This design comes from an exercise in tuning for small area on the open sky130 flow, not from production work. Function was checked by simulation only, so behaviour that the tests miss may differ from the original. Power figures rest on the tool's default switching activity, not on a simulated workload.

## flow/flow/area.abc

```
strash
dc2
dch -f
amap
strash
dc2
dch -f
amap
```

## flow/standard.sh

```bash
#!/bin/bash
# synth_recipe.tcl (not shown) runs the flow's synth.tcl, then flattens the netlist and writes it again
# the make line also repeats each setting of config.mk as NAME=value (left out here)
make -C /OpenROAD-flow-scripts/flow DESIGN_CONFIG=/design/flow/config.mk WORK_HOME=/design/flow/orfs CLKGATE_MAP_FILE= SYNTH_SCRIPT=/design/flow/synth_recipe.tcl "${@:-finish}"
```

## flow/design.v

```verilog
module uart_os_tick(
	input  clk,
	input  rst,
	output tick
);
reg [14:0] Acc;
always @(posedge clk) if (rst) Acc <= 0; else Acc <= Acc[13:0] + 15'd5369;
assign tick = Acc[14];
endmodule
module async_receiver(
	input  clk,
	input  rst,
	input  tick,            
	input  RxD,
	output reg RxD_data_ready,
	output reg [7:0] RxD_data,
	output first_shift      
);
reg [3:0] RxD_state;
reg [1:0] RxD_sync;
reg [1:0] Filter_cnt;
reg       RxD_bit;
reg [3:0] OversamplingCnt;
always @(posedge clk) if (rst) RxD_sync <= 2'b11; else if (tick) RxD_sync <= {RxD_sync[0], RxD};
always @(posedge clk)
if (rst) begin
	Filter_cnt <= 2'b11;
	RxD_bit <= 1'b1;
end else if (tick) begin
	if (RxD_sync[1] && Filter_cnt != 2'b11) Filter_cnt <= Filter_cnt + 1'd1;
	else if (!RxD_sync[1] && Filter_cnt != 2'b00) Filter_cnt <= Filter_cnt - 1'd1;
	if (Filter_cnt == 2'b11) RxD_bit <= 1'b1;
	else if (Filter_cnt == 2'b00) RxD_bit <= 1'b0;
end
always @(posedge clk) if (tick) OversamplingCnt <= (RxD_state == 0) ? 4'd0 : OversamplingCnt + 1'd1;
wire sampleNow = tick && (OversamplingCnt == 4'd7);
assign first_shift = sampleNow && (RxD_state == 4'b1000);
always @(posedge clk)
if (rst) RxD_state <= 4'b0000; else
case (RxD_state)
	4'b0000: if (~RxD_bit)  RxD_state <= 4'b0001;
	4'b0001: if (sampleNow) RxD_state <= 4'b1000;
	4'b1000: if (sampleNow) RxD_state <= 4'b1001;
	4'b1001: if (sampleNow) RxD_state <= 4'b1010;
	4'b1010: if (sampleNow) RxD_state <= 4'b1011;
	4'b1011: if (sampleNow) RxD_state <= 4'b1100;
	4'b1100: if (sampleNow) RxD_state <= 4'b1101;
	4'b1101: if (sampleNow) RxD_state <= 4'b1110;
	4'b1110: if (sampleNow) RxD_state <= 4'b1111;
	4'b1111: if (sampleNow) RxD_state <= 4'b0010;
	4'b0010: if (sampleNow) RxD_state <= 4'b0000;
	default: RxD_state <= 4'b0000;
endcase
always @(posedge clk)
if (sampleNow && RxD_state[3]) RxD_data <= {RxD_bit, RxD_data[7:1]};
always @(posedge clk)
if (rst) RxD_data_ready <= 0; else
RxD_data_ready <= (sampleNow && RxD_state == 4'b0010 && RxD_bit);
endmodule
module async_transmitter(
	input  clk,
	input  rst,
	input  TxD_start,
	input  [7:0] TxD_data,
	output TxD,
	output TxD_busy
);
reg [3:0]  TxD_state;
reg [10:0] Acc;              
wire BitTick = Acc[10];
assign TxD_busy = (TxD_state != 0);
always @(posedge clk)
if (TxD_busy) Acc <= Acc[9:0] + 11'd21;
else Acc <= 11'd21;
always @(posedge clk)
if (rst) TxD_state <= 0; else
case (TxD_state)
	4'b0000: if (TxD_start) TxD_state <= 4'b0100;
	4'b0100: if (BitTick) TxD_state <= 4'b1000;
	4'b1000: if (BitTick) TxD_state <= 4'b1001;
	4'b1001: if (BitTick) TxD_state <= 4'b1010;
	4'b1010: if (BitTick) TxD_state <= 4'b1011;
	4'b1011: if (BitTick) TxD_state <= 4'b1100;
	4'b1100: if (BitTick) TxD_state <= 4'b1101;
	4'b1101: if (BitTick) TxD_state <= 4'b1110;
	4'b1110: if (BitTick) TxD_state <= 4'b1111;
	4'b1111: if (BitTick) TxD_state <= 4'b0010;
	4'b0010: if (BitTick) TxD_state <= 4'b0011;
	4'b0011: if (BitTick) TxD_state <= 4'b0000;
	default: if (BitTick) TxD_state <= 4'b0000;
endcase
assign TxD = (TxD_state < 4) | (TxD_state[3] & TxD_data[TxD_state[2:0]]);
endmodule
module dds_fm (
	output wire fout,
	input  wire clk,
	input  wire rst
);
reg [26:0] Accum;
always @(posedge clk)
	if (rst) Accum <= 0;
	else     Accum <= Accum + 27'h1f751;
assign fout = Accum[26];
endmodule
module master_control (
	output reg  [7:0]  tx_data,
	output reg         send,
	output reg  [31:0] fm_freq,
	output reg  [31:0] am_freq,
	output reg  [1:0]  switch,
	output reg         led1,
	output reg  [18:0] adr_sram,
	output reg  [15:0] wdata_sram,
	input  wire [15:0] rdata_sram,
	output reg  [31:0] sample_code,
	output reg         z,
	output reg         wr,
	output reg         rd,
	output reg         tst,
	output reg         regim_sram,
	input  wire clk,
	input  wire rst,
	input  wire flag_rcv,
	input  wire [7:0] c0,
	input  wire [7:0] c1,
	input  wire [7:0] c2,
	input  wire [7:0] c3,
	input  wire [7:0] c4,
	input  wire [7:0] c5,
	input  wire       sum_ok,        
	input  wire uart_busy
);
localparam K_NONE = 4'd0, K_F = 4'd1, K_A = 4'd2, K_Z = 4'd3, K_W = 4'd4, K_C = 4'd5,
           K_R = 4'd6, K_G = 4'd7, K_I = 4'd8, K_S = 4'd9;
localparam M_OK = 3'd0, M_CRC = 3'd1, M_CMD = 3'd2, M_DATA = 3'd3, M_WR = 3'd4, M_ADR = 3'd5;
function [3:0] kenc(input [7:0] b);
	case (b)
		"f": kenc = K_F; "a": kenc = K_A; "z": kenc = K_Z; "w": kenc = K_W; "c": kenc = K_C;
		"r": kenc = K_R; "g": kenc = K_G; "i": kenc = K_I; "s": kenc = K_S;
		default: kenc = K_NONE;
	endcase
endfunction
reg clean;         
reg [2:0] index;
reg flag_start;
reg flag_crc_ok;
reg flag_send;
reg [2:0] msg;
reg [16:0] zzz;
wire [3:0] cmd0 = clean ? kenc(c5) : K_NONE;
wire start_seq = (c2 == "~") && (c1 == "0") && (c0 == "_");
localparam [16:0] ZZZ_END = 17'h01cdb;
always @(posedge clk)
if (rst) begin
	zzz <= 0;
	led1 <= 0;
end else if (flag_crc_ok) begin
	zzz <= 0;
end else begin
	zzz <= {zzz[15:0], ~(zzz[16] ^ zzz[13])};
	led1 <= (zzz == ZZZ_END) || (led1 && !z);
end
always @(posedge clk)
	if (rst) begin
		flag_send <= 0;
		flag_start <= 0;
		flag_crc_ok <= 0;
		z <= 0;
		fm_freq <= 32'h4cccccc;
		am_freq <= 32'h33333333;
		switch <= 0;
		adr_sram <= 0;
		wdata_sram <= 0;
		sample_code <= 0;
		wr <= 0;
		rd <= 0;
		regim_sram <= 0;
		tst <= 0;
	end else if (flag_rcv) begin
		if (start_seq) begin
			clean <= !flag_start;
			flag_start <= 1;
			index <= 0;
			flag_crc_ok <= 0;
			msg <= M_OK;
		end
		if (flag_start) begin
			index <= index + 1'd1;
		end
	end else if (flag_start && index == 3'd6) begin
		flag_start <= 0;
		if (sum_ok && !start_seq) flag_crc_ok <= 1;
		else begin
			msg <= M_CRC;
			flag_send <= 1;
		end
	end else if (flag_crc_ok) begin
		flag_crc_ok <= 0;
		flag_send <= 1;
		z <= 1;
		msg <= M_OK;
		case (cmd0)
			K_F: fm_freq <= {c4, c3, c2, c1};
			K_A: am_freq <= {c4, c3, c2, c1};
			K_Z: begin adr_sram <= {c3[2:0], c2, c1}; msg <= M_ADR; end
			K_W: begin wdata_sram <= {c2, c1}; wr <= 1; msg <= M_WR; end
			K_C: begin sample_code <= {c4, c3, c2, c1}; wr <= 1; end
			K_R: begin rd <= 1; msg <= M_DATA; end
			K_G: begin rd <= 1; regim_sram <= c1[0]; end
			K_I: begin rd <= 1; tst <= c1[0]; end
			K_S: switch <= c1[1:0];
			default: msg <= M_CMD;
		endcase
	end else if (flag_send) begin
		switch <= {1'b0, switch[0]};
		wr <= 0;
		rd <= 0;
		flag_send <= 0;
		z <= 0;
	end
reg [2:0]  step;
reg [7:0]  inx;
reg [2:0]  n_ok;
reg [15:0] rdata;
localparam [63:0] S_OK = 64'h6f6b210d00000000;
localparam [127:0] S_CRC = 128'h4572726f7220637263210d0000000000;
localparam [127:0] S_CMD = 128'h4572726f7220636f6d6d616e64210d00;
localparam [63:0] S_WR = 64'h205752210d000000;
localparam [63:0] S_ADR = 64'h414452210d000000;
function [7:0] t_ok(input [2:0] i);
	t_ok = S_OK[8*(7 - i) +: 8];
endfunction
function [7:0] t_crc(input [7:0] i);
	t_crc = (i[7:4] == 0) ? S_CRC[8*(15 - i[3:0]) +: 8] : 8'h00;
endfunction
function [7:0] t_cmd(input [7:0] i);
	t_cmd = (i[7:4] == 0) ? S_CMD[8*(15 - i[3:0]) +: 8] : 8'h00;
endfunction
function [7:0] t_wr(input [7:0] i);
	t_wr = (i[7:3] == 0) ? S_WR[8*(7 - i[2:0]) +: 8] : 8'h00;
endfunction
function [7:0] t_adr(input [7:0] i);
	t_adr = (i[7:3] == 0) ? S_ADR[8*(7 - i[2:0]) +: 8] : 8'h00;
endfunction
always @(posedge clk)
	if (rst) begin
		step <= 0;
		send <= 0;
	end else if (step == 3'd0) begin
		send <= 0;
		step <= 3'd1;
	end else if (flag_send) begin
		step <= 3'd2;
		inx <= 0;
		n_ok <= 0;
		rdata <= rdata_sram;
	end else if (step == 3'd2) begin
		if (!uart_busy && !send) begin
			case (msg)
				M_OK: begin
					step <= (inx == 4) ? 3'd0 : 3'd3;
					tx_data <= t_ok(n_ok);
					if (n_ok != 3'd4) n_ok <= n_ok + 1'd1;
				end
				M_CRC: begin
					step <= (inx == 11) ? 3'd0 : 3'd3;
					tx_data <= t_crc(inx);
				end
				M_CMD: begin
					step <= (inx == 15) ? 3'd0 : 3'd3;
					tx_data <= t_cmd(inx);
				end
				M_DATA: begin
					step <= (inx == 3) ? 3'd0 : 3'd3;
					tx_data <= (inx == 0) ? 8'h7e : (inx == 1) ? rdata[15:8] : (inx == 2) ? rdata[7:0] : 8'h00;
				end
				M_WR: begin
					step <= (inx == 12) ? 3'd0 : 3'd3;
					tx_data <= t_wr(inx);
				end
				M_ADR: begin
					step <= (inx == 13) ? 3'd0 : 3'd3;
					tx_data <= t_adr(inx);
				end
				default: ;
			endcase
		end
	end else if (step == 3'd3) begin
		inx <= inx + 1'd1;
		send <= 1;
		step <= 3'd4;
	end else if (step == 3'd4) begin
		send <= 0;
		step <= 3'd2;
	end
endmodule
module control_flash (
	output reg  [7:0]  tx_data,
	output reg         send,
	input  wire        uart_busy,
	output reg  [3:0]  command_data,     
	output reg         wr,
	output reg  [23:0] adr_flash,
	input  wire [22:0] rddata_flash,     
	input  wire        bff,
	input  wire        rd,
	output reg         pause,
	input  wire clk,
	input  wire rst,
	input  wire flag_rcv,
	input  wire [7:0] c0,
	input  wire [7:0] c1,
	input  wire [7:0] c2,
	input  wire [7:0] c3,
	input  wire [7:0] c4,
	input  wire [7:0] c5,
	input  wire       sum_ok         
);
localparam K_NONE = 4'd0, K_9F = 4'd1, K_C7 = 4'd2, K_81 = 4'd3, K_D7 = 4'd4, K_E8 = 4'd5,
           K_D4 = 4'd6, K_D6 = 4'd7, K_83 = 4'd8, K_86 = 4'd9, K_84 = 4'd10, K_87 = 4'd11,
           K_82 = 4'd12, K_85 = 4'd13;
localparam M_OK = 2'd0, M_CRC = 2'd1, M_CMD = 2'd2, M_NONE = 2'd3;
localparam R_OK = 3'd0, R_CRC = 3'd1, R_CMD = 3'd2, R_NONE = 3'd3, R_DATA = 3'd4, R_FULL = 3'd5;
function [3:0] kenc(input [7:0] b);
	case (b)
		8'h9f: kenc = K_9F; 8'hc7: kenc = K_C7; 8'h81: kenc = K_81; 8'hd7: kenc = K_D7;
		8'he8: kenc = K_E8; 8'hd4: kenc = K_D4; 8'hd6: kenc = K_D6; 8'h83: kenc = K_83;
		8'h86: kenc = K_86; 8'h84: kenc = K_84; 8'h87: kenc = K_87; 8'h82: kenc = K_82;
		8'h85: kenc = K_85;
		default: kenc = K_NONE;
	endcase
endfunction
reg flag_send2;
reg msg2_full;
always @(posedge clk)
	flag_send2 <= rd || bff;
always @(posedge clk)
	if (rd || bff) msg2_full <= !rd;
reg clean;         
reg [2:0] index;
reg flag_start;
reg flag_crc_ok;
reg flag_send;
reg [1:0] flag_error;
reg [1:0] msg;
wire [3:0] cmd0 = clean ? kenc(c5) : K_NONE;
wire start_seq = (c2 == "~") && (c1 == "1") && (c0 == "_");
wire [23:0] adr_new = {c4, c3, c2};
always @(posedge clk)
	if (rst) begin
		flag_send <= 0;
		flag_start <= 0;
		flag_crc_ok <= 0;
		flag_error <= M_OK;
		wr <= 0;
		command_data <= K_NONE;
	end else if (flag_rcv) begin
		if (start_seq) begin
			clean <= !flag_start;
			flag_start <= 1;
			index <= 0;
			flag_crc_ok <= 0;
			flag_error <= M_OK;
			msg <= M_OK;
		end
		if (flag_start) begin
			index <= index + 1'd1;
		end
	end else if (flag_start && index == 3'd6) begin
		flag_start <= 0;
		if (sum_ok && !start_seq) flag_crc_ok <= 1;
		else begin
			flag_error <= M_CRC;
			flag_send <= 1;
		end
	end else if (flag_crc_ok) begin
		flag_crc_ok <= 0;
		wr <= 1;
		if (cmd0 != K_NONE) command_data <= cmd0;
		case (cmd0)
			K_9F, K_D7: flag_error <= M_NONE;
			K_D4, K_D6: begin adr_flash <= adr_new; flag_error <= M_NONE; end
			K_C7: begin flag_error <= M_OK; flag_send <= 1; end
			K_81, K_E8, K_83, K_86, K_84, K_87, K_82, K_85:
				begin adr_flash <= adr_new; flag_error <= M_OK; flag_send <= 1; end
			default: flag_error <= M_CMD;
		endcase
	end else if (flag_send || flag_error != M_OK) begin
		wr <= 0;
		flag_error <= M_OK;
		flag_send <= 0;
		msg <= flag_error;
	end
reg [2:0] step;
reg [3:0] inx;       
reg [2:0] message;
localparam [127:0] S_OK = 128'h6f6b210d000000000000000000000000;
localparam [127:0] S_CRC = 128'h4572726f7220637263210d0000000000;
localparam [127:0] S_CMD = 128'h4572726f7220636f6d6d616e64210d00;
localparam [127:0] S_DATA = 128'h7e6b5f000000000d0000000000000000;    
localparam [127:0] S_FULL = 128'h6275666665722066756c6c210d000000;
function [7:0] t_ok(input [3:0] i);
	t_ok = S_OK[8*(15 - i) +: 8];
endfunction
function [7:0] t_crc(input [3:0] i);
	t_crc = S_CRC[8*(15 - i) +: 8];
endfunction
function [7:0] t_cmd(input [3:0] i);
	t_cmd = S_CMD[8*(15 - i) +: 8];
endfunction
function [7:0] t_full(input [3:0] i);
	t_full = S_FULL[8*(15 - i) +: 8];
endfunction
function [7:0] t_data(input [3:0] i, input [22:0] d);
	t_data = (i == 4'd4) ? {1'b0, d[22:16]} : (i == 4'd5) ? d[15:8] : (i == 4'd6) ? d[7:0] :
	         S_DATA[8*(15 - i) +: 8];
endfunction
always @(posedge clk)
	if (rst) begin
		step <= 0;
		send <= 0;
		pause <= 0;
	end else if (step == 3'd0) begin
		send <= 0;
		step <= 3'd1;
		pause <= 0;
	end else if (flag_send || flag_send2) begin
		step <= 3'd2;
		inx <= 0;
		pause <= 1;
		if (flag_send) message <= {1'b0, msg};
		else message <= msg2_full ? R_FULL : R_DATA;
	end else if (step == 3'd2) begin
		if (!uart_busy && !send) begin
			case (message)
				R_OK: begin
					step <= (inx == 4) ? 3'd0 : 3'd3;
					tx_data <= t_ok(inx);
				end
				R_CRC: begin
					step <= (inx == 11) ? 3'd0 : 3'd3;
					tx_data <= t_crc(inx);
				end
				R_CMD: begin
					step <= (inx == 15) ? 3'd0 : 3'd3;
					tx_data <= t_cmd(inx);
				end
				R_DATA: begin
					step <= (inx == 8) ? 3'd0 : 3'd3;
					tx_data <= t_data(inx, rddata_flash);
				end
				R_FULL: begin
					step <= (inx == 13) ? 3'd0 : 3'd3;
					tx_data <= t_full(inx);
				end
				default: ;
			endcase
		end
	end else if (step == 3'd3) begin
		inx <= inx + 1'd1;
		send <= 1;
		step <= 3'd4;
	end else if (step == 3'd4) begin
		send <= 0;
		step <= 3'd2;
	end
endmodule
module upr_at45db321 (
	input  wire rst,
	input  wire clk,
	input  wire [3:0] command,
	input  wire en,
	input  wire [23:0] adr_data,
	input  wire [7:0] data_in,
	output wire [22:0] data_out,     
	output reg  fifo_rd,
	output reg  wr,
	output reg  bufer_full,
	output reg  flash_write,
	input  wire pause,
	output reg  MOSI,
	output reg  CS_AT45,
	output wire SCLK,
	input  wire MISO
);
localparam K_NONE = 4'd0, K_9F = 4'd1, K_C7 = 4'd2, K_81 = 4'd3, K_D7 = 4'd4, K_E8 = 4'd5,
           K_D4 = 4'd6, K_D6 = 4'd7, K_83 = 4'd8, K_86 = 4'd9, K_84 = 4'd10, K_87 = 4'd11,
           K_82 = 4'd12, K_85 = 4'd13;
reg [3:0] sch_tick;
reg reg_SCLK;
reg [1:0] step;
reg [2:0] status;
reg [7:0] data_mosi;
reg [22:0] read_data0;
reg [22:0] read_data1;
reg [5:0] E;
reg [9:0] sch_byte;
localparam [9:0] BYTE_END = 10'h190;
assign data_out = read_data1;
assign SCLK = !CS_AT45 ? reg_SCLK : 1'b0;
always @(posedge clk)
	if (rst) begin
		sch_tick <= 0;
		reg_SCLK <= 0;
	end else if (sch_tick != 4'd9) sch_tick <= sch_tick + 1'd1;
	else begin
		sch_tick <= 0;
		reg_SCLK <= ~reg_SCLK;
	end
wire edge_ = (sch_tick == 4'd1) && !reg_SCLK;
localparam [127:0] CBYTES = 128'h00_9f_c7_81_d7_e8_d4_d6_83_86_84_87_82_85_00_00;
wire [7:0] cbyte = CBYTES[8*(15 - command) +: 8];
wire [23:0] tail = (command == K_9F || command == K_D7) ? 24'h000000 :
                   (command == K_C7) ? 24'h94809a : adr_data;
wire [31:0] word = {cbyte, tail};
wire wbit = E[5] ? 1'b0 : word[~E[4:0]];
always @(posedge clk)
	if (rst) begin
		step <= 0;
		CS_AT45 <= 1;
		MOSI <= 1;
		wr <= 0;
		status <= 0;
		fifo_rd <= 0;
		flash_write <= 0;
		bufer_full <= 0;
	end else if (en) begin
		fifo_rd <= 0;
		step <= 2'd1;
		status <= 0;
		CS_AT45 <= 1;
		MOSI <= 1;
		wr <= 0;
		data_mosi <= data_in;
		sch_byte <= 0;
	end else if (step == 2'd1) begin
		step <= 2'd2;
		E <= 0;
		case (command)
			K_9F: begin status <= 3'd1; flash_write <= 0; end
			K_C7, K_81: status <= 3'd0;
			K_D7, K_83, K_86: status <= 3'd1;
			K_E8, K_D4, K_D6: status <= 3'd2;
			K_84, K_87, K_82, K_85: status <= 3'd3;
			default: E <= 6'd32;      
		endcase
	end else if (status == 3'd0) begin
		if (step == 2'd2) begin
			if (!E[5]) begin
				if (edge_) begin
					CS_AT45 <= 0;
					MOSI <= wbit;
					E <= E + 1'd1;
				end
			end else begin
				step <= 2'd3;
				CS_AT45 <= 1;
				MOSI <= 1;
			end
		end
	end else if (status == 3'd1) begin
		if (step == 2'd2) begin
			if (!E[5]) begin
				if (edge_) begin
					CS_AT45 <= 0;
					MOSI <= wbit;
					E <= E + 1'd1;
					if (E >= 6'd9) read_data0 <= {read_data0[21:0], MISO};
				end
			end else begin
				step <= 2'd3;
				CS_AT45 <= 1;
				MOSI <= 1;
				read_data1 <= read_data0;
				wr <= 1;
			end
		end else wr <= 0;
	end else if (!pause) begin
		if (status == 3'd2) begin
			if (step == 2'd2) begin
				if (edge_) begin
					CS_AT45 <= 0;
					MOSI <= wbit;
					E <= (E == 6'd39) ? 6'd32 : E + 1'd1;
					read_data0 <= {15'd0, read_data0[6:0], MISO};
					if (!CS_AT45 && E[2:0] == 3'd0) begin
						read_data1 <= {15'd0, read_data0[7:0]};
						wr <= 1;
					end
				end else wr <= 0;
			end
		end else if (status == 3'd3) begin
			flash_write <= 1;
			if (step == 2'd2) begin
				if (!E[5]) begin
					if (edge_) begin
						CS_AT45 <= 0;
						MOSI <= wbit;
						E <= E + 1'd1;
					end
				end else if (edge_) begin
					MOSI <= data_mosi[7];
					data_mosi <= data_mosi << 1;
					if (E[2:0] != 3'd7) E <= E + 1'd1;
					else begin
						E <= 6'd32;
						data_mosi <= data_in;
						fifo_rd <= 1;
						if (sch_byte != BYTE_END) sch_byte <= {sch_byte[8:0], ~(sch_byte[9] ^ sch_byte[6])};
						else begin
							status <= 3'd4;
							bufer_full <= 1;
						end
					end
				end else fifo_rd <= 0;
			end
		end else if (status == 3'd4) begin
			bufer_full <= 0;
			status <= 0;
			step <= 0;
			CS_AT45 <= 1;
			MOSI <= 1;
		end
	end
endmodule
module sram_upr (
	output wire [15:0] data_to_fpga,
	output wire [15:0] data_to_sram,
	output wire [18:0] adr_sram,
	output wire cs_n,
	output wire we_n,
	output wire oe_n,
	output wire ub_n,
	output wire lb_n,
	input  wire clk,
	input  wire rst,
	input  wire [15:0] data_fpga,
	input  wire [15:0] data_sram,
	input  wire wr,
	input  wire rd,
	input  wire [18:0] adr,
	input  wire tst,
	input  wire [15:0] data_fpga_comp,
	input  wire wr_comp,
	input  wire rd_comp,
	input  wire [18:0] adr_comp
);
reg cs;                  
reg we;
reg oe;
reg [15:0] data_rd;
reg [15:0] data_wr;
reg [18:0] data_adr;
reg [1:0]  step;         
always @(posedge clk)
	if (rst) begin
		cs <= 1; we <= 1; oe <= 1;
		data_rd <= 0; data_wr <= 0; data_adr <= 0;
		step <= 2'd3;
	end else if (wr || wr_comp) begin
		cs <= 0; we <= 0; oe <= 1;
		if (!tst) begin data_adr <= adr;      data_wr <= data_fpga; end
		else      begin data_adr <= adr_comp; data_wr <= data_fpga_comp; end
	end else if (rd || rd_comp) begin
		step <= 0;
	end else if (step == 2'd0) begin
		cs <= 0; we <= 1; oe <= 0;
		data_adr <= tst ? adr : adr_comp;
		step <= 2'd1;
	end else if (step == 2'd1) begin
		data_rd <= data_sram;
		step <= 2'd2;
	end else begin
		cs <= 1; we <= 1; oe <= 1;
		step <= 2'd3;
	end
assign data_to_fpga = data_rd;
assign adr_sram     = data_adr;
assign data_to_sram = data_wr;
assign cs_n = cs;
assign we_n = we;
assign oe_n = oe;
assign ub_n = cs;
assign lb_n = cs;
endmodule
module dma_sram_dds (
	output wire [15:0] data,
	output wire [18:0] adr,
	output wire wr,
	output wire rd,
	input  wire clk,
	input  wire [7:0] in,
	input  wire rst,
	input  wire regim,
	input  wire en
);
reg [18:0] adr_sch_wr;
reg [18:0] adr_sch_rd;
reg [7:0]  data_lo;
reg        data_hi;         
reg wr_reg;
reg rd_reg;
reg [1:0] fnt1;
reg [1:0] fnt2;
wire clk_sample;
assign data = {{8{data_hi}}, data_lo};
assign adr  = regim ? adr_sch_wr : adr_sch_rd;
assign wr   = wr_reg;
assign rd   = rd_reg;
always @(posedge clk) fnt2 <= {fnt2[0], regim};
always @(posedge clk) if (rst) fnt1 <= 0; else fnt1 <= {fnt1[0], clk_sample};
always @(posedge clk)
	if (rst) begin
		adr_sch_wr <= 0;
		data_lo <= 0;
		data_hi <= 0;
		wr_reg <= 0;
	end else if (fnt2 == 2'b01) begin
		adr_sch_wr <= 0;
	end else if (regim) begin
		if (en) begin
			data_lo <= in;
			data_hi <= 1'b1;
			adr_sch_wr <= adr_sch_wr + 1'd1;
			wr_reg <= 1;
		end else wr_reg <= 0;
	end
always @(posedge clk)
	if (rst) begin
		adr_sch_rd <= 0;
		rd_reg <= 0;
	end else if (fnt2 == 2'b10) begin
		adr_sch_rd <= 0;
	end else if (!regim) begin
		if (fnt1 == 2'b01) begin
			adr_sch_rd <= adr_sch_rd + 1'd1;
			rd_reg <= 1;
		end else rd_reg <= 0;
	end
dds_fm dds_sample(.fout(clk_sample), .clk(clk), .rst(rst));
endmodule
`timescale 1ns / 1ps
module sdr_ctrl(
	input  wire clk,
	input  wire rst,
	input  wire        uart_rx,
	output wire        uart_tx,
	input  wire        stream_rx,
	output wire [31:0] fm_freq,
	output wire [31:0] am_freq,
	output wire [1:0]  chanel_am_fm,
	output wire        led1,
	output wire        z,
	output wire [31:0] sample_code,
	output wire [18:0] sram_a,
	output wire [15:0] sram_dout,
	input  wire [15:0] sram_din,
	output wire        sram_ce0,
	output wire        sram_we,
	output wire        sram_lb,
	output wire        sram_oe,
	output wire        sram_ub,
	input  wire        MISO_AT45,
	output wire        MOSI_AT45,
	output wire        SCLK_AT45,
	output wire        CS_AT45,
	input  wire [7:0]  flash_din,
	output wire        flash_fifo_rd,
	output wire        flash_write
);
wire os_tick;
uart_os_tick os_tick_gen(.clk(clk), .rst(rst), .tick(os_tick));
wire rx_ready;
wire rx_first;
wire [7:0] rx_byte;
async_receiver cmd_rx(
	.clk(clk), .rst(rst), .tick(os_tick), .RxD(uart_rx),
	.RxD_data_ready(rx_ready), .RxD_data(rx_byte), .first_shift(rx_first)
);
wire [7:0] c0 = rx_byte;
reg [7:0] c1, c2, c3, c4, c5;
reg flag_rcv;
reg pend;           
wire push = rx_first && pend;
always @(posedge clk)
	if (rst) begin
		c1 <= 0; c2 <= 0;
		flag_rcv <= 0;
		pend <= 0;
	end else begin
		flag_rcv <= rx_ready;
		if (rx_ready) pend <= 1'b1;
		else if (rx_first) pend <= 1'b0;
		if (push) begin
			c1 <= c0;
			c2 <= c1;
		end
	end
always @(posedge clk)
	if (push) begin
		c3 <= c2;
		c4 <= c3;
		c5 <= c4;
	end
wire [7:0] frame_sum = c5 + c4 + c3 + c2 + c1;
wire sum_ok = (frame_sum == c0);
wire send1, busy1, send2, busy2;
wire [7:0] byte1, byte2;
wire tx_uart1, tx_uart2;
assign uart_tx = tx_uart1 & tx_uart2;
async_transmitter tx1(.clk(clk), .rst(rst), .TxD_start(send1), .TxD_data(byte1), .TxD(tx_uart1), .TxD_busy(busy1));
async_transmitter tx2(.clk(clk), .rst(rst), .TxD_start(send2), .TxD_data(byte2), .TxD(tx_uart2), .TxD_busy(busy2));
wire [15:0] data_sram_rd;
wire [15:0] data_sram_wr;
wire [18:0] wadr_sram;
wire wr, rd;
wire regim_reg;
wire [18:0] adr_sram_comp;
wire [15:0] data_sram_comp;
wire wr_comp, rd_comp, tst_comp;
master_control m1(
	.tx_data(byte1), .send(send1),
	.fm_freq(fm_freq), .am_freq(am_freq), .switch(chanel_am_fm), .led1(led1),
	.adr_sram(adr_sram_comp), .wdata_sram(data_sram_comp), .rdata_sram(data_sram_rd),
	.sample_code(sample_code), .z(z), .wr(wr_comp), .rd(rd_comp), .tst(tst_comp),
	.regim_sram(regim_reg),
	.clk(clk), .rst(rst), .flag_rcv(flag_rcv), .c0(c0), .c1(c1), .c2(c2), .c3(c3), .c4(c4), .c5(c5), .sum_ok(sum_ok), .uart_busy(busy1)
);
wire stream_ready;
wire [7:0] stream_byte;
async_receiver stream_rx_i(
	.clk(clk), .rst(rst), .tick(os_tick), .RxD(stream_rx),
	.RxD_data_ready(stream_ready), .RxD_data(stream_byte), .first_shift()
);
dma_sram_dds dma1(
	.data(data_sram_wr), .adr(wadr_sram), .wr(wr), .rd(rd),
	.clk(clk), .in(stream_byte), .rst(rst), .regim(regim_reg), .en(stream_ready)
);
sram_upr s1(
	.data_to_fpga(data_sram_rd), .data_to_sram(sram_dout), .adr_sram(sram_a),
	.cs_n(sram_ce0), .we_n(sram_we), .oe_n(sram_oe), .ub_n(sram_ub), .lb_n(sram_lb),
	.clk(clk), .rst(rst),
	.data_fpga(data_sram_wr), .data_sram(sram_din), .wr(wr), .rd(rd), .adr(wadr_sram),
	.tst(tst_comp), .data_fpga_comp(data_sram_comp), .wr_comp(wr_comp), .rd_comp(rd_comp),
	.adr_comp(adr_sram_comp)
);
wire [3:0] command_to_spi;
wire en_to_spi;
wire [23:0] adr_to_spi;
wire [22:0] data_from_spi;
wire wr_from_spi;
wire bufer_full;
wire uart_pause;
control_flash cf1(
	.tx_data(byte2), .send(send2), .uart_busy(busy2),
	.command_data(command_to_spi), .wr(en_to_spi), .adr_flash(adr_to_spi),
	.rddata_flash(data_from_spi), .bff(bufer_full), .rd(wr_from_spi), .pause(uart_pause),
	.clk(clk), .rst(rst), .flag_rcv(flag_rcv), .c0(c0), .c1(c1), .c2(c2), .c3(c3), .c4(c4), .c5(c5), .sum_ok(sum_ok)
);
upr_at45db321 upr_at45db321_1(
	.rst(rst), .clk(clk),
	.command(command_to_spi), .en(en_to_spi), .adr_data(adr_to_spi),
	.data_in(flash_din), .data_out(data_from_spi),
	.fifo_rd(flash_fifo_rd), .wr(wr_from_spi), .bufer_full(bufer_full),
	.flash_write(flash_write), .pause(uart_pause),
	.MOSI(MOSI_AT45), .CS_AT45(CS_AT45), .SCLK(SCLK_AT45), .MISO(MISO_AT45)
);
endmodule
```

## flow/config.mk

```make
export PLATFORM = sky130hd
export DESIGN_NAME = sdr_ctrl
export DESIGN_NICKNAME = sdr_ctrl
export VERILOG_FILES = /design/flow/design.v
export SDC_FILE = /design/flow/constraint.sdc
export NUM_CORES = 4
export LEC_CHECK = 0
export ABC_AREA = 1
export CAP_MARGIN = 20
export CORE_MARGIN = 2
export CORE_UTILIZATION = 70
export SLEW_MARGIN = 20
```

## flow/flow/run.sh

```bash
#!/bin/bash
# The standard layout (standard.sh) with these changes:
#  - synthesis maps logic with flow/area.abc (two rounds of strash; dc2;
#    dch -f; amap) instead of ORFS's abc script, and leaves adders to abc
#    (ADDER_MAP_FILE empty). Registers are mapped before abc, untouched;
#  - port buffers are sky130_fd_sc_hd__buf_1;
#  - clock tree synthesis uses CTS_ARGS below (clkbuf_8, no dummy loads).
# Every tool writes its log under orfs/logs as in the standard flow; this
# script's own output and make's go to run_sh.log.
set -euo pipefail
exec > run_sh.log 2>&1
W=$(pwd)
{
  echo 'proc abc {args} {'
  echo '  set i [lsearch -exact $args -script]'
  echo "  if { \$i >= 0 } { lset args [expr {\$i + 1}] $W/flow/area.abc }"
  echo '  yosys abc {*}$args'
  echo '}'
  cat synth_recipe.tcl
} > my_synth.tcl
sed -e "s#SYNTH_SCRIPT=[^ ]*synth_recipe.tcl#SYNTH_SCRIPT=$W/my_synth.tcl ADDER_MAP_FILE=#" standard.sh > my_standard.sh
grep -q "SYNTH_SCRIPT=$W/my_synth.tcl ADDER_MAP_FILE=" my_standard.sh
export BUFFER_PORTS_ARGS="-buffer_cell sky130_fd_sc_hd__buf_1"
export CTS_ARGS="-sink_clustering_enable -repair_clock_nets -dont_use_dummy_load -buf_list sky130_fd_sc_hd__clkbuf_8 -sink_clustering_size 18 -sink_clustering_max_diameter 60"
bash my_standard.sh
```

## flow/constraint.sdc

```tcl
create_clock -name core_clock -period 10.0 [get_ports {clk}]
set_input_delay 2.0000 -clock core_clock [delete_from_list [all_inputs] [get_ports {clk}]]
set_output_delay 2.0000 -clock core_clock [all_outputs]
set_load 0.01 [all_outputs]
```

==> run summary, run 1 <==
outcome = complete, no violations
TritonCTS Sinks = 620
DRC Markers = 0
Die Y = 195 µm
area of the multi-input gates = 10000 µm²
Final nets = 3055
largest net degree at the start of global routing = 99
via count = 22743
Crit. End Element = flop
Post-synth top flop = dfxtp_1
top flop regs = m1.am_freq x32, m1.fm_freq x32, m1.sample_code x32
Total Wirelength = 68000 µm
critical path data required time = 10550 ps
CTS Buf Count = 42
Fmax = 186 MHz
EDFF count, synth = 206
Worst path max stage delay = 640 ps
CTS Buffer Depth = 3
I/O Pins = 175
chip width = 195 µm
synth unique cells = 52
share of layout cells above drive strength 1 = 2.48%
CTS tree = done
crit path launch type = flop
Yosys warning count = 10
Die ar. = 37900 µm²
Min Clock Period, post-route = 5370 ps
power per standard cell area = 156 nW/µm²
Final Max Slew Viols = 0
clock latency (worst-skew pair) = 720 ps
first-pass GRT wire length = 109000 µm
Clk pin slew, worst setup/hold paths = 100 ps
number of global-route vias before repair = 21539
RR Endpoint = cf1.flag_error[0]
Placement Rows = 69
Via density = 6.53
most common cell after layout, fill and taps aside = nor2_1
PostCTS Resize Cnt = 0
VDD IR-drop max = 0.150 mV
Hold Vio Cnt, Final = 0
flop and latch count out of synthesis = 620
Critical path origin = c2[2]
H-tree levels = 2
critical path class = flop to flop
min-delay worst type = flop to flop
WL/cell = 19.5 µm
Leak = 9.21 nW
clock root buffer = clkbuf_8
CP Max Fanout = 9
Setup Buffers After CTS = 0
global-route usage over all layers = 35.5%
final antenna-violating net count = 0
crit share post-route = 53.7%
Min Hold Slack = 366 ps
Setup violations, final = 0
Mean Syn Cell Area = 9.13 µm²
actual slew at the worst max-slew pin = 1140 ps
FILL cells = 2448
total negative slack = 0 ps
Reg area = 14500 µm²
hold buffers post-CTS = 0
RSZ-0062 raised after global routing = false
DR pass1 iterations = 8
Post-synth ARST share = 0%
Critical Path AT = 5910 ps
Max transition margin = 23.4%
area of the core = 35700 µm²
drt initial violations = 2393
worst flop-to-flop path startpoint = c2[2]
cell area after synthesis = 25500 µm²
R2R setup slack = 4630 ps
post-DP HPWL = 48200 µm
GRT Residual Overflow = 0
most frequent cells in the layout = nor2_1, dfxtp_1, clkinv_1
initial core utilization = 71.4%
ANT cells = 0
R2R cell count = 31
Slowest cell on crit path = dfxtp_1
Most common cell on crit path = nor2_1
sequential element share of the synthesized area = 56.9%
P&R area growth vs syn = 7.86%
IO buf count = 174
Worst setup endpoint = cf1.flag_error[0]
Hold Path Cell Cnt = 2
antenna violations before repair = 0
Net Count, Synth = 2817
max_cap viols = 0
Clock Skew = 136 ps
GP Congestion = 0.957
Cells after Synth = 2788
-- routing by layer --
metal / part of all wire [%] / global-route usage [%]
met4: 4.8 / 16.5
met2: 47 / 58.3
met1: 39 / 46.4
met5: 0 / 0
met3: 8.8 / 5.95
-- cells by family after synthesis --
logic type | after synthesis | share of synthesized area, %
simple gates | 1160 | 19.9
buf+inv | 260 | 3.86
xor+xnor | 2 | 0.0688
flops | 620 | 56.9
compound gates | 746 | 19.3
-- synthesized netlist by cell type, types with 4 or more instances --
cell type	count	share of area, %
and2_0	20	0.49
nor4_1	14	0.34
o32ai_1	11	0.38
a221oi_1	32	1.1
o22ai_1	43	1.1
or4_1	9	0.27
a22o_1	9	0.31
and3_1	55	1.4
o21a_1	17	0.50
clkinv_1	258	3.8
o31ai_1	4	0.12
a22oi_1	143	4.2
a221o_1	4	0.16
o21ai_0	155	3.0
o221a_1	14	0.62
a2111oi_0	5	0.17
nor2b_1	48	1.2
nand2_1	197	2.9
nor2_1	588	8.7
nor3_1	147	2.9
nand4_1	13	0.32
or3_1	12	0.29
a21oi_1	148	2.9
a211oi_1	32	0.94
dfxtp_1	414	33
edfxtp_1	206	24
o311ai_0	4	0.14
a31oi_1	69	1.7
nand3_1	50	0.98
a31o_1	5	0.17
o221ai_1	20	0.69
-- critical path, delay by kind of cell (launching register included) --
kind / cells / cell delay, ps
compound gates: 15 / 2820
buf+inv: 3 / 470
simple gates: 13 / 1280
flops: 1 / 640
-- through the flow --
stage	instance area (µm²)	setup slack (ps)	utilization, %	total power [W]	cells
finish	27500	4630	77.0	0.00427	3485
global route	27500	4210	77.0	0.00441	3485
CTS	27400	4910	77.0	0.00426	3485
detailed placement	26900	5070	75.4	0.00318	3443
global placement	26900	5460	75.3	0.00315	3442
floorplan	25500	4990	-	0.00305	2788
-- worst min path at each step --
stage | startpoint | end | slack (ps)
5_1_grt | m1.zzz[6] | m1.zzz[7] | 390
6_report | m1.zzz[6] | m1.zzz[7] | 370
3_5_place_dp | dma1.fnt2[0] | dma1.fnt2[1] | 380
3_3_place_gp | dma1.fnt2[0] | dma1.fnt2[1] | 370
2_1_floorplan | dma1.fnt2[0] | dma1.fnt2[1] | 360
4_1_cts | m1.zzz[6] | m1.zzz[7] | 370
-- power by group --
group / leakage, nW / internal, W / switching [W] / total [W]
logic: 3.61 / 0.000136 / 0.000281 / 0.000417
registers: 5.29 / 0.00266 / 0.0000550 / 0.00272
clock network: 0.302 / 0.000379 / 0.000756 / 0.00113
-- final cells by class --
cell class	instances	area share [%]
multi-input combinational	1908	36.5
inverter	258	3.53
sequential	620	52.7
tap	461	2.10
timing repair buffer	196	2.99
clock buffer	42	2.11
==> run 2: changes to the inputs <==
--- a/flow/config.mk
+++ b/flow/config.mk
@@ -10,3 +10,3 @@
 export CORE_MARGIN = 2
-export CORE_UTILIZATION = 70
+export CORE_UTILIZATION = 55
 export SLEW_MARGIN = 20
==> run summary, run 2 <==
R2R cell count = 31 (unchanged)
clock share of power = 27.6% (+1.0 points)
worst slack, placed = 5050 ps (-20.0 ps)
power per standard cell area = 155 nW/µm² (-0.17%)
Worst path max stage delay = 660 ps (+20 ps)
Post-synth ARST share = 0% (unchanged)
Final nets = 3062 (+0.23%)
GP Congestion = 0.944 (-1.3%)
number of global-route vias before repair = 20350 (-5.5%)
global routing's busiest layer = met2
top-count cell post-synth = nor2_1
RSZ-0062 raised after global routing = false
GRT Residual Overflow = 0 (unchanged)
P_sw = 0.00108 W (-0.63%)
final antenna-violating net count = 0 (unchanged)
met3 Resource Use GR = 4.86% (-1.1 points)
Clock Skew = 98.5 ps (-37.6 ps)
Max transition margin = 32.2% (+8.8 points)
sequential element share of the synthesized area = 56.9% (unchanged)
largest family of logic cells by synthesized area = simple AND/OR/NAND/NOR gates
I/O Pins = 175 (unchanged)
antenna violations before repair = 1 (+1)
multiplexer area fraction after synthesis = 0% (unchanged)
synth unique cells = 52 (unchanged)
clock root buffer = clkbuf_8
Synth area leader = dfxtp_1
largest net degree at the start of global routing = 88 (-11%)
met1 usage = 38.0% (-8.4 points)
Total Wirelength = 68000 µm (about the same)
most frequent cells in the layout = nor2_1, dfxtp_1, clkinv_1
EDFF count, synth = 206 (unchanged)
actual slew at the worst max-slew pin = 1010 ps (-131 ps)
CTS Buf Count = 47 (+12%)
Hold Vio Cnt, Final = 0 (unchanged)
sw frac = 25.2% (-0.37 points)
crit path launch type = flop
P&R area growth vs syn = 8.94%
post-DP HPWL = 48500 µm (+0.59%)
Setup Buffers After CTS = 0 (unchanged)
Placement Rows = 78 (+13%)
share of layout cells above drive strength 1 = 2.74% (+0.26 points)
post-synthesis adder-cell area fraction = 0% (unchanged)
most common cell after layout, fill and taps aside = nor2_1
flop and latch count out of synthesis = 620 (unchanged)
DR pass1 iterations = 6 (-2)
Setup violations, final = 0 (unchanged)
IO buf count = 174 (unchanged)
synth top area cells = dfxtp_1, edfxtp_1, nor2_1
Via density = 6.03 (-7.6%)
Commonest cells post-synth = nor2_1, dfxtp_1, clkinv_1
DRC Markers = 0 (unchanged)
Crit. End Element = flop
ANT cells = 0 (unchanged)
Cells after Synth = 2788 (unchanged)
first-pass GRT wire length = 108000 µm (-1.1%)
Leak = 9.25 nW (+0.53%)
global-route usage over all layers = 28.0% (-7.6 points)
via count = 21888 (-3.8%)
GR Util met2 = 45.1% (-13 points)
internal power = 0.00322 W (+1.3%)
Fmax = 193 MHz (+3.7%)
critical path class = flop to flop
hold buffers post-CTS = 0 (unchanged)
CP Max Fanout = 9 (unchanged)
post-synth top area share = 32.6% (unchanged)
Clk pin slew, worst setup/hold paths = 90 ps (about the same)
clock latency (worst-skew pair) = 680 ps (-40 ps)
Slowest cell on crit path = dfxtp_1
PostCTS Resize Cnt = 0 (unchanged)
Hold Path Cell Cnt = 1 (-1)
initial core utilization = 56.0% (-15 points)
Final Max Slew Viols = 0 (unchanged)
max_cap viols = 0 (unchanged)
Most common cell on crit path = nor2_1
cell area after synthesis = 25500 µm² (unchanged)
critical path data required time = 10530 ps (-20 ps)
VDD IR-drop max = 0.123 mV (-18%)
Sequential Power Share = 63.0% (-0.7 points)
area of the core = 45500 µm² (+28%)
Die ar. = 48000 µm² (+27%)
xor-xnor portion of the synthesized cell area = 0.0688% (unchanged)
Synth Area in Compound Gates = 19.3% (unchanged)
outcome = complete, no violations
Post-synth top flop = dfxtp_1
Mean Syn Cell Area = 9.13 µm² (unchanged)
min-delay worst type = flop to flop
Die Y = 219 µm (+13%)
Comb pwr share = 9.4% (-0.4 points)
Net Count, Synth = 2817 (unchanged)
crit share post-route = 51.7% (-1.9 points)
CTS Buffer Depth = 3 (unchanged)
Min Clock Period, post-route = 5170 ps (-192 ps)
Layout Utilization = 61.0% (-16 points)
drt initial violations = 2141 (-11%)
CTS tree = done
WL/cell = 18.7 µm (-4.0%)
Yosys warning count = 10 (unchanged)
TritonCTS Sinks = 620 (unchanged)
Critical Path AT = 5710 ps (-200 ps)
Synth Area in Simple Gates = 19.9% (unchanged)
chip width = 219 µm (+13%)
H-tree levels = 2 (unchanged)
Final WS setup = 4830 ps (+192 ps)
top flop regs = m1.am_freq x32, m1.fm_freq x32, m1.sample_code x32
total negative slack = 0 ps (unchanged)
[run 2: cell counts after synthesis]
Identical to the previous run, type by type.
[run 2: final timing paths]
path,endpoint,slack (ps),startpoint
setup / recovery,cf1.flag_error[0],4830,c2[2]
hold / removal,tx2.Acc[0],400,tx2.Acc[0]
setup reg to reg,cf1.flag_error[0],4830,c2[2]
hold reg to reg,tx2.Acc[0],400,tx2.Acc[0]
[run 2: cell families (layout without fill, tap and decap cells)]
family | after synthesis | count (layout)
DFF | 620 | 620
and+or+nand+nor | 1160 | 1160
AOI/OAI and AO/OA | 746 | 746
buffers and inverters | 260 | 503
xor gates and xnor gates | 2 | 2
[run 2: per-layer routing]
metal,vias up,wire length [µm]
met2,747,31300
met1,10422,30000
met4,2,2240
li1,10577,-
met5,-,16
met3,140,4490
[run 2: critical path: cells and delay by family (launching register included)]
family,cells,cell delay (ps)
AOI/OAI and AO/OA,15,2660
buffers and inverters,3,450
DFF,1,660
and+or+nand+nor,13,1260
[run 2: area by class of cell]
cell class / instances / area [µm²]
repair buffers: 198 / 837
inverters: 258 / 968
clock buffers: 47 / 647
well taps: 600 / 751
flip-flops and latches: 620 / 14500
multi-input cells: 1908 / 10000
fillers: 4032 / 17800
[run 2: per-stage QoR]
step	std cells	hold WS (ps)	cell area [µm²]	total power (W)
after floorplan	2788	357	25500	0.00305
after global placement	3584	368	27100	0.00315
after detailed placement	3584	384	27100	0.00317
after CTS	3631	405	27700	0.00433
after global routing	3631	418	27700	0.00449
final	3631	401	27700	0.00431
[run 2: power by group through the flow]
stage | Combinational [W] | Clock (W) | Sequential, W
after detailed placement | 0.000401 | 0 | 0.00277
after global routing | 0.000462 | 0.00131 | 0.00272
after CTS | 0.000403 | 0.00122 | 0.00271
after global placement | 0.000384 | 0 | 0.00276
final | 0.000404 | 0.00119 | 0.00271
after floorplan | 0.000298 | 0 | 0.00276
==> run 3: changes to the inputs <==
--- a/flow/flow/run.sh
+++ b/flow/flow/run.sh
@@ -2,5 +2,6 @@
 # The standard layout (standard.sh) with these changes:
-#  - synthesis maps logic with flow/area.abc (two rounds of strash; dc2;
-#    dch -f; amap) instead of ORFS's abc script, and leaves adders to abc
-#    (ADDER_MAP_FILE empty). Registers are mapped before abc, untouched;
+#  - synthesis optimizes and maps logic with flow/area.abc (&deepsyn, then
+#    two rounds of dch -f; amap) instead of ORFS's abc script, and leaves
+#    adders to abc (ADDER_MAP_FILE empty). Registers are mapped before abc
+#    and are untouched;
 #  - port buffers are sky130_fd_sc_hd__buf_1;
==> flow/flow/area.abc (replaced) <==
strash
&get -n
&deepsyn -T 60
&put
dch -f
amap
strash
dc2
dch -f
amap
==> run summary, run 3 <==
first-pass GRT wire length = 100000 µm (-7.3%)
Final nets = 2815 (-8.1%)
Max transition margin = 25.0% (-7.2 points)
worst slack, placed = 4650 ps (-401 ps)
cell area after synthesis = 24200 µm² (-4.9%)
clock latency (worst-skew pair) = 650 ps (-30 ps)
top flop regs = m1.am_freq x32, m1.fm_freq x32, m1.sample_code x32
RSZ-0062 raised after global routing = false
clock root buffer = clkbuf_8
final antenna-violating net count = 0 (unchanged)
critical path class = flop to flop
PostCTS Resize Cnt = 0 (unchanged)
Setup violations, final = 0 (unchanged)
min-delay worst type = flop to flop
drt initial violations = 1614 (-25%)
post-DP HPWL = 46600 µm (-3.9%)
critical path data required time = 10370 ps (-160 ps)
initial core utilization = 56.0% (about the same)
Die Y = 214 µm (-2.4%)
Min Clock Period, post-route = 5510 ps (+334 ps)
Post-Place Cells = 3325 (-7.2%)
Placement Rows = 76 (-2.6%)
synth unique cells = 55 (+5.8%)
clock share of power = 28.7% (+1.1 points)
Commonest cells post-synth = dfxtp_1, nor2_1, clkinv_1
antenna violations before repair = 0 (-1)
CTS Buffer Depth = 3 (unchanged)
outcome = complete, no violations
flop and latch count out of synthesis = 620 (unchanged)
top-count cell post-synth = dfxtp_1
Synth area leader = dfxtp_1
power per standard cell area = 150 nW/µm² (-3.4%)
CTS tree = done
Net Count, Synth = 2577 (-8.5%)
Leak = 8.75 nW (-5.4%)
global-route usage over all layers = 28.0% (+0.075 points)
actual slew at the worst max-slew pin = 1120 ps (+107 ps)
Hold Vio Cnt, Final = 0 (unchanged)
Clock Skew = 40.6 ps (-57.8 ps)
non-filler cells, final = 3369 (-7.2%)
Via density = 5.90 (-2.1%)
TritonCTS Sinks = 620 (unchanged)
post-synth top area share = 34.2% (+1.7 points)
total negative slack = 0 ps (unchanged)
internal power = 0.00307 W (-4.8%)
Post-synth ARST share = 0% (unchanged)
GRT Residual Overflow = 0 (unchanged)
P_sw = 0.000895 W (-18%)
P&R area growth vs syn = 9.07%
number of global-route vias before repair = 18549 (-8.9%)
Die ar. = 45700 µm² (-4.8%)
Cells after Synth = 2548 (-8.6%)
most common cell after layout, fill and taps aside = dfxtp_1
I/O Pins = 175 (unchanged)
synth top area cells = dfxtp_1, edfxtp_1, nor2_1
via count = 19877 (-9.2%)
Clk pin slew, worst setup/hold paths = 110 ps (+20 ps)
Comb pwr share = 4.4% (-5.0 points)
Setup Buffers After CTS = 0 (unchanged)
sw frac = 22.6% (-2.6 points)
Fmax = 182 MHz (-6.1%)
EDFF count, synth = 206 (unchanged)
Crit. End Element = flop
share of layout cells above drive strength 1 = 2.66% (-0.080 points)
CP Max Fanout = 12 (+3)
CTS Buf Count = 43 (-8.5%)
area of the core = 43300 µm² (-4.9%)
DRC Markers = 0 (unchanged)
largest net degree at the start of global routing = 56 (-36%)
crit share post-route = 55.1% (+3.3 points)
H-tree levels = 2 (unchanged)
Final WS setup = 4490 ps (-334 ps)
sequential element share of the synthesized area = 59.8% (+2.9 points)
Post-synth top flop = dfxtp_1
chip width = 214 µm (-2.4%)
Critical Path AT = 5880 ps (+170 ps)
ANT cells = 0 (unchanged)
Mean Syn Cell Area = 9.50 µm² (+4.1%)
WL/cell = 19.1 µm (+2.1%)
crit path launch type = flop
VDD IR-drop max = 0.128 mV (+4.2%)
Total Wirelength = 64400 µm (-5.3%)
Sequential Power Share = 66.9% (+3.9 points)
Final Max Slew Viols = 0 (unchanged)
DR pass1 iterations = 7 (+1)
IO buf count = 174 (unchanged)
max_cap viols = 0 (unchanged)
GP Congestion = 0.920 (-2.5%)
hold buffers post-CTS = 0 (unchanged)
Yosys warning count = 10 (unchanged)
most frequent cells in the layout = dfxtp_1, nor2_1, clkinv_1
==> run 3: changes by cell type in the layout (fill, tap and decap cells not counted), sizes merged, moves of 26 or more <==
cell and change:
nor2 -178, a22oi -130, clkinv +75, o22ai +72, nand2 -53, a31oi -49, nor3 -39, o21ai +37
nand3 +29, and3 -27, a221o +26
==> run 3: routing by layer <==
metal | vias up | global-route usage [%] | routed length, µm
li1 | 9622 | - | -
met1 | 9406 | 37.9 | 28100
met2 | 729 | 45.1 | 29300
met3 | 120 | 4.22 | 4500
met4 | 0 | 11.9 | 2490
met5 | - | 0 | 0
==> run 3: worst max-delay path, stage by stage (launching register included) <==
cell and delay, ps:
dfxtp_1 450, clkinv_1 390, o22ai_1 330, o22ai_1 140, nor2_1 320, clkinv_1 160
nor3_1 160, o32ai_1 110, a21oi_1 210, nor2_1 60, a21oi_1 180, nor2_1 70
o21ai_0 220, nor2_1 110, o21ai_0 320, nand2_1 100, a32oi_1 250, clkinv_1 150
nor2_1 120, o221ai_1 100, a21oi_1 150, o41ai_1 90, or2_0 330, or3_1 440
o211ai_1 110, nand2b_1 150
==> run 3: layout make-up <==
type	count	area (µm²)
clock buffers	43	592
inverters	332	1250
multi-input cells	1594	8530
repair buffers	195	838
flip-flops and latches	620	14500
fillers	3759	16900
well taps	585	732
==> run 3: logic make-up after synthesis <==
group                  after synthesis  synth area share [%]
AO/OA/AOI/OAI                      692                  18.3
AND/OR/NAND/NOR                    902                  16.7
flip-flops                         620                  59.8
buffers and inverters              334                  5.21
==> run 3: through the flow <==
stage	util (%)	power (W)	hold slack [ps]	cell area (µm²)
4_1_cts	61.0	0.00399	398	26400
6_report	61.0	0.00396	391	26400
2_1_floorplan	-	0.00282	344	24200
3_5_place_dp	59.6	0.00288	360	25800
3_3_place_gp	59.6	0.00287	359	25800
5_1_grt	61.0	0.00410	407	26400
==> run 3: power groups by stage <==
stage	combinational, W	sequential [W]	clock (W)
2_1_floorplan	0.000121	0.00270	0
3_3_place_gp	0.000167	0.00271	0
3_5_place_dp	0.000173	0.00271	0
4_1_cts	0.000174	0.00265	0.00117
5_1_grt	0.000200	0.00266	0.00124
6_report	0.000175	0.00265	0.00114
==> run 3: final timing paths <==
check	from	end	slack [ps]	cells past startpoint
hold reg to reg	dma1.fnt2[0]	dma1.fnt2[1]	390	0
setup reg to reg	c1[0]	m1.msg[2]	4490	25
hold / removal	dma1.fnt2[0]	dma1.fnt2[1]	390	0
setup / recovery	c1[0]	m1.msg[2]	4490	25
==> run 4: changes to the inputs <==
--- a/flow/flow/run.sh
+++ b/flow/flow/run.sh
@@ -2,4 +2,4 @@
 # The standard layout (standard.sh) with these changes:
-#  - synthesis optimizes and maps logic with flow/area.abc (&deepsyn, then
-#    two rounds of dch -f; amap) instead of ORFS's abc script, and leaves
+#  - synthesis optimizes and maps logic with flow/area.abc (two rounds of
+#    &deepsyn, dch -f, amap) instead of ORFS's abc script, and leaves
 #    adders to abc (ADDER_MAP_FILE empty). Registers are mapped before abc
==> flow/flow/area.abc (replaced) <==
strash
&get -n
&deepsyn -T 60
&put
dch -f
amap
strash
&get -n
&deepsyn -T 30
&put
dch -f
amap
--- a/flow/config.mk
+++ b/flow/config.mk
@@ -10,3 +10,3 @@
 export CORE_MARGIN = 2
-export CORE_UTILIZATION = 55
+export CORE_UTILIZATION = 70
 export SLEW_MARGIN = 20
==> run summary, run 4 <==
outcome = complete, no violations
Critical path origin = c2[0]
met1 usage = 44.0% (+6.0 points)
Cells after Synth = 2481 (-2.6%)
Die ar. = 35800 µm² (-22%)
post-synth top area share = 34.5% (+0.27 points)
worst flop-to-flop path startpoint = c2[0]
Setup violations, final = 0 (unchanged)
share of layout cells above drive strength 1 = 2.62% (-0.039 points)
GRT Residual Overflow = 0 (unchanged)
GR Util met2 = 58.6% (+13 points)
R2R setup slack = 4680 ps (+190 ps)
antenna violations before repair = 0 (unchanged)
top-count cell post-synth = dfxtp_1
CP Max Fanout = 8 (-4)
first-pass GRT wire length = 98700 µm (-1.6%)
most common cell after layout, fill and taps aside = dfxtp_1
synth unique cells = 52 (-5.5%)
Placement Rows = 67 (-12%)
Net Count, Synth = 2510 (-2.6%)
Power Total = 0.00392 W (-0.95%)
Max transition margin = 24.0% (-1.1 points)
most frequent cells in the layout = dfxtp_1, nor2_1, clkinv_1
Post-synth ARST share = 0% (unchanged)
Post-synth top flop = dfxtp_1
critical path class = flop to flop
Hold EP = dma1.fnt2[1]
Clock Skew = 91.3 ps (+50.6 ps)
largest net degree at the start of global routing = 53 (-5.4%)
global routing's busiest layer = met2
min-delay worst type = flop to flop
initial core utilization = 71.3% (+15 points)
Layout Utilization = 77.1% (+16 points)
Commonest cells post-synth = dfxtp_1, nor2_1, clkinv_1
Leak = 8.62 nW (-1.5%)
P&R area growth vs syn = 8.15%
Total Wirelength = 62100 µm (-3.5%)
IO buf count = 174 (unchanged)
H-tree levels = 2 (unchanged)
cell area after synthesis = 24000 µm² (-0.77%)
GP Congestion = 0.987 (+7.3%)
top flop regs = m1.am_freq x32, m1.fm_freq x32, m1.sample_code x32
via count = 20031 (+0.77%)
Post-Place Cells = 3117 (-6.3%)
chip width = 189 µm (-11%)
non-filler cells, final = 3159 (-6.2%)
drt initial violations = 2074 (+29%)
synth top area cells = dfxtp_1, edfxtp_1, nor2_1
clock root buffer = clkbuf_8
R2R cell count = 26 (+4.0%)
Fmax = 188 MHz (+3.6%)
DR pass1 iterations = 6 (-1)
CTS Buffer Depth = 3 (unchanged)
Via density = 6.34 (+7.5%)
Min Clock Period, post-route = 5320 ps (-189 ps)
RSZ-0062 raised after global routing = false
crit share post-route = 53.2% (-1.9 points)
Hold Vio Cnt, Final = 0 (unchanged)
DRC Markers = 0 (unchanged)
hold wc startpoint = dma1.fnt2[0]
clock latency (worst-skew pair) = 650 ps (about the same)
TritonCTS Sinks = 620 (unchanged)
met3 Resource Use GR = 4.69% (+0.47 points)
Mean Syn Cell Area = 9.68 µm² (+1.9%)
number of global-route vias before repair = 19210 (+3.6%)
Hold Path Cell Cnt = 0 (unchanged)
EDFF count, synth = 206 (unchanged)
CTS tree = done
area of the core = 33700 µm² (-22%)
worst slack, placed = 4780 ps (+128 ps)
Final Max Slew Viols = 0 (unchanged)
Crit. End Element = flop
CTS Buf Count = 42 (-2.3%)
post-DP HPWL = 45300 µm (-2.9%)
flop and latch count out of synthesis = 620 (unchanged)
RR Endpoint = cf1.flag_error[1]
Critical Path AT = 5800 ps (-80 ps)
total negative slack = 0 ps (unchanged)
I/O Pins = 175 (unchanged)
final antenna-violating net count = 0 (unchanged)
crit path launch type = flop
ANT cells = 0 (unchanged)
global-route usage over all layers = 34.3% (+6.3 points)
Setup Buffers After CTS = 0 (unchanged)
VDD IR-drop max = 0.131 mV (+2.0%)
Synth area leader = dfxtp_1
WL/cell = 19.7 µm (+2.9%)
Final nets = 2742 (-2.6%)
max_cap viols = 0 (unchanged)
Die Y = 189 µm (-11%)
actual slew at the worst max-slew pin = 1140 ps (+20.4 ps)
power per standard cell area = 151 nW/µm² (+0.67%)
Final WS setup = 4680 ps (+189 ps)
Clk pin slew, worst setup/hold paths = 110 ps (about the same)
PostCTS Resize Cnt = 0 (unchanged)
sequential element share of the synthesized area = 60.2% (+0.46 points)
Yosys warning count = 10 (unchanged)
critical path data required time = 10480 ps (+110 ps)
hold buffers post-CTS = 0 (unchanged)
-- run 4: metal layers --
layer,vias to the layer above,wire length [µm]
met5,-,0
met1,9513,24600
met3,182,4660
met4,0,2910
met2,999,30000
li1,9337,-
-- run 4: metrics by stage --
step	instance area, µm²	hold WS (ps)
after floorplan	24000	355
after global placement	25400	361
after detailed placement	25400	367
after CTS	26000	395
after global routing	26000	405
final	26000	402
-- run 4: cell type report --
cell class                 instances  area (µm²)
sequential                       620       14500
timing repair buffer             190         781
tap                              448         561
multi-input combinational       1504        8260
fill                            2225        7710
clock buffer                      42         578
inverter                         355        1330
-- run 4: worst max-delay path: stages (launching register included) --
cell and delay, ps:
dfxtp_1 410, clkinv_1 270, o22ai_1 260, nor2_1 90
a21oi_1 220, nand2_1 130, o21ai_0 130, clkinv_1 140
nor2_1 170, nor2_1 60, a21oi_1 170, nand2_1 90
o21ai_0 150, nor2_1 110, a221oi_1 480, o21ai_0 220
o21ai_0 250, nor2b_1 270, nor2_1 80, nor3_1 200
nand2_1 90, a21oi_1 150, nor2_1 60, nand2b_1 230
nor4_1 430, nor2_1 110, o32ai_1 230
-- run 4: where the power goes --
part,internal [W],switching (W),total (W)
registers,0.00262,0.0000272,0.00265
logic,0.0000516,0.000112,0.000164
clock network,0.000379,0.000734,0.00111
total,0.00305,0.000873,0.00392
-- run 4: worst max-delay path by stage --
| stage | endpoint | slack (ps) | cells past startpoint |
|---|---|---|---|
| 6_report | cf1.flag_error[1] | 4680 | 26 |
| 5_1_grt | cf1.flag_error[1] | 4140 | 26 |
| 4_1_cts | cf1.flag_error[1] | 4940 | 26 |
| 3_5_place_dp | s1.data_adr[9] | 4780 | 10 |
| 3_3_place_gp | s1.data_adr[3] | 4910 | 10 |
| 2_1_floorplan | s1.data_adr[0] | 4710 | 7 |
-- run 4: cells by family (layout without fill, tap and decap cells) --
| kind of cell | Yosys count | count (layout) | share of synthesized area (%) |
|---|---|---|---|
| compound gates | 674 | 674 | 18.6 |
| buf+inv | 357 | 587 | 5.61 |
| flops | 620 | 620 | 60.2 |
| simple gates | 830 | 830 | 15.5 |
==> run 5: changes to the inputs <==
--- a/flow/config.mk
+++ b/flow/config.mk
@@ -10,3 +10,3 @@
 export CORE_MARGIN = 2
-export CORE_UTILIZATION = 70
+export CORE_UTILIZATION = 55
 export SLEW_MARGIN = 20
==> run summary, run 5 <==
outcome = complete, no violations
actual slew at the worst max-slew pin = 1120 ps (-24.0 ps)
Min Clock Period, post-route = 5020 ps (-296 ps)
WL/cell = 18.7 µm (-4.7%)
worst slack, placed = 4640 ps (-134 ps)
DR pass1 iterations = 5 (-1)
Final Max Slew Viols = 0 (unchanged)
Placement Rows = 76 (+13%)
Most common cell on crit path = nor2_1
number of global-route vias before repair = 18031 (-6.1%)
P&R area growth vs syn = 8.92%
Clk pin slew, worst setup/hold paths = 110 ps (about the same)
power per standard cell area = 151 nW/µm² (-0.18%)
Synth area leader = dfxtp_1
share of layout cells above drive strength 1 = 2.69% (+0.071 points)
largest net degree at the start of global routing = 54 (+1.9%)
I/O Pins = 175 (unchanged)
Fmax = 199 MHz (+5.9%)
GP Congestion = 0.919 (-7.0%)
Final nets = 2745 (+0.11%)
chip width = 213 µm (+13%)
sequential element share of the synthesized area = 60.2% (unchanged)
non-filler cells, final = 3299 (+4.4%)
CP Max Fanout = 7 (-1)
via count = 19109 (-4.6%)
Mean Syn Cell Area = 9.68 µm² (unchanged)
critical path class = flop to flop
H-tree levels = 2 (unchanged)
GRT Residual Overflow = 0 (unchanged)
DRC Markers = 0 (unchanged)
Die ar. = 45400 µm² (+27%)
post-synth top area share = 34.5% (unchanged)
RSZ-0062 raised after global routing = false
most frequent cells in the layout = dfxtp_1, nor2_1, clkinv_1
crit path launch type = flop
PostCTS Resize Cnt = 0 (unchanged)
VDD IR-drop max = 0.121 mV (-7.5%)
crit share post-route = 50.2% (-3.0 points)
Placed Area = 25600 µm² (+0.74%)
antenna violations before repair = 0 (unchanged)
top flop regs = m1.am_freq x32, m1.fm_freq x32, m1.sample_code x32
Crit. End Element = flop
critical path data required time = 10540 ps (+60 ps)
Final WS setup = 4980 ps (+296 ps)
Worst path max stage delay = 470 ps (about the same)
initial core utilization = 55.8% (-16 points)
CTS tree = done
EDFF count, synth = 206 (unchanged)
clock root buffer = clkbuf_8
Power Total = 0.00394 W (+0.53%)
Slowest cell on crit path = dfxtp_1
CTS Buffer Depth = 3 (unchanged)
ANT cells = 0 (unchanged)
Post-synth top flop = dfxtp_1
CTS Buf Count = 43 (+2.4%)
worst path bufs/invs = 2 (unchanged)
min-delay worst type = flop to flop
top-count cell post-synth = dfxtp_1
post-DP HPWL = 44900 µm (-0.80%)
Critical Path AT = 5560 ps (-240 ps)
Yosys warning count = 10 (unchanged)
hold buffers post-CTS = 0 (unchanged)
synth top area cells = dfxtp_1, edfxtp_1, nor2_1
Total Wirelength = 61800 µm (-0.45%)
most common cell after layout, fill and taps aside = dfxtp_1
first-pass GRT wire length = 95600 µm (-3.1%)
Die Y = 213 µm (+13%)
Max transition margin = 25.6% (+1.6 points)
Net Count, Synth = 2510 (unchanged)
Post-Place Cells = 3256 (+4.5%)
final antenna-violating net count = 0 (unchanged)
Leak = 8.64 nW (+0.21%)
Design Area, Final = 26200 µm² (+0.71%)
IO buf count = 174 (unchanged)
Commonest cells post-synth = dfxtp_1, nor2_1, clkinv_1
total negative slack = 0 ps (unchanged)
Post-synth ARST share = 0% (unchanged)
max_cap viols = 0 (unchanged)
FILL cells = 3802 (+71%)
Clock Skew = 56.1 ps (-35.1 ps)
Setup Buffers After CTS = 0 (unchanged)
flop and latch count out of synthesis = 620 (unchanged)
cell area after synthesis = 24000 µm² (unchanged)
area of the core = 43100 µm² (+28%)
clock latency (worst-skew pair) = 640 ps (about the same)
CP top delay family = compound AO/OA/AOI/OAI gates
global-route usage over all layers = 26.8% (-7.5 points)
synth unique cells = 52 (unchanged)
Setup violations, final = 0 (unchanged)
drt initial violations = 1423 (-31%)
Hold Vio Cnt, Final = 0 (unchanged)
TritonCTS Sinks = 620 (unchanged)
Via density = 5.79 (-8.7%)
Cells after Synth = 2481 (unchanged)
[run 5: cell counts after synthesis]
Identical to the previous run, type by type.
[run 5: area by class of cell]
| type | instances | area (µm²) | share of cell area [%] |
|---|---|---|---|
| Clock buffer | 43 | 592 | 2.26 |
| Timing Repair Buffer | 192 | 792 | 3.03 |
| Sequential cell | 620 | 14500 | 55.3 |
| Tap cell | 585 | 732 | 2.80 |
| Multi-Input combinational cell | 1504 | 8250 | 31.5 |
| Inverter | 355 | 1330 | 5.09 |
[run 5: logic make-up (layout without fill, tap and decap cells)]
kind of cell	after synthesis	after routing	share of synthesized area, %
buffers and inverters	357	590	5.61
AO/OA/AOI/OAI	674	674	18.6
flip-flops	620	620	60.2
AND/OR/NAND/NOR	830	830	15.5
[run 5: worst reg2reg max path, cell delays in order, from the launching register on]
cell	delay, ps
dfxtp_1	470
clkinv_1	320
o22ai_1	300
a21o_1	170
nand2_1	80
o21ai_0	140
clkinv_1	140
nor2_1	160
nor2_1	50
a21oi_1	150
nand2_1	80
o21ai_0	130
nor2_1	80
a221oi_1	390
o21ai_0	190
o21ai_0	230
nor2b_1	250
nor2_1	80
nor3_1	190
nand2_1	80
a21oi_1	140
nor2_1	50
nand2b_1	210
nor4_1	470
nor2_1	120
o32ai_1	240
[run 5: stage by stage]
step / hold WS [ps] / util, %
floorplan: 355 / -
global placement: 372 / 59.4
detailed placement: 382 / 59.4
CTS: 405 / 60.7
global route: 415 / 60.8
finish: 385 / 60.8
[run 5: report_power, final]
group	switching (W)	total, W	internal, W
clock network	0.000752	0.00114	0.000388
logic	0.000108	0.000160	0.0000516
registers	0.0000251	0.00264	0.00262
total	0.000886	0.00394	0.00306
[run 5: metal layers]
layer / track usage, % / routed length [µm] / part of all wire (%)
met4: 10.3 / 2130 / 3.5
met1: 35.1 / 26900 / 43
met5: 0 / 0 / 0
met2: 45.2 / 29600 / 48
met3: 3.60 / 3220 / 5.2
[run 5: path summary, 6_finish.rpt]
kind / end / cells after the start / slack (ps) / start
worst min-delay path: dma1.fnt2[1] / 0 / 380 / dma1.fnt2[0]
worst max register to register: cf1.flag_error[1] / 25 / 4980 / c2[1]
worst max-delay path: cf1.flag_error[1] / 25 / 4980 / c2[1]
worst min register to register: dma1.fnt2[1] / 0 / 380 / dma1.fnt2[0]

[static timing again, ports no longer ideal]
No port has a modelled driver above. Below, the same layouts with a new extraction and two added sets of constraints.
Step 1 sets driving cells, clkbuf_16 on the clock port and buf_2 on the other inputs (assumed; they add their load-dependent delay and slew).
Step 2 also shifts input and output timing later by t, the mid clock arrival at the registers, as if the neighbouring blocks saw the same clock.
a / b / c = no drivers / after step 1 / after step 2; a / b = the first two.
| run | t, ns | slack for setup (ns) |
|---|---|---|
| run 1 | 0.704 | 4.635 / 4.635 / 4.635 |
| run 2 | 0.694 | 4.827 / 4.827 / 4.827 |
| run 3 | 0.682 | 4.492 / 4.492 / 4.492 |
| run 4 | 0.655 | 4.682 / 4.682 / 4.677 |
| run 5 | 0.669 | 4.978 / 4.978 / 4.633 |
After both steps setup and hold are still met in every run listed.
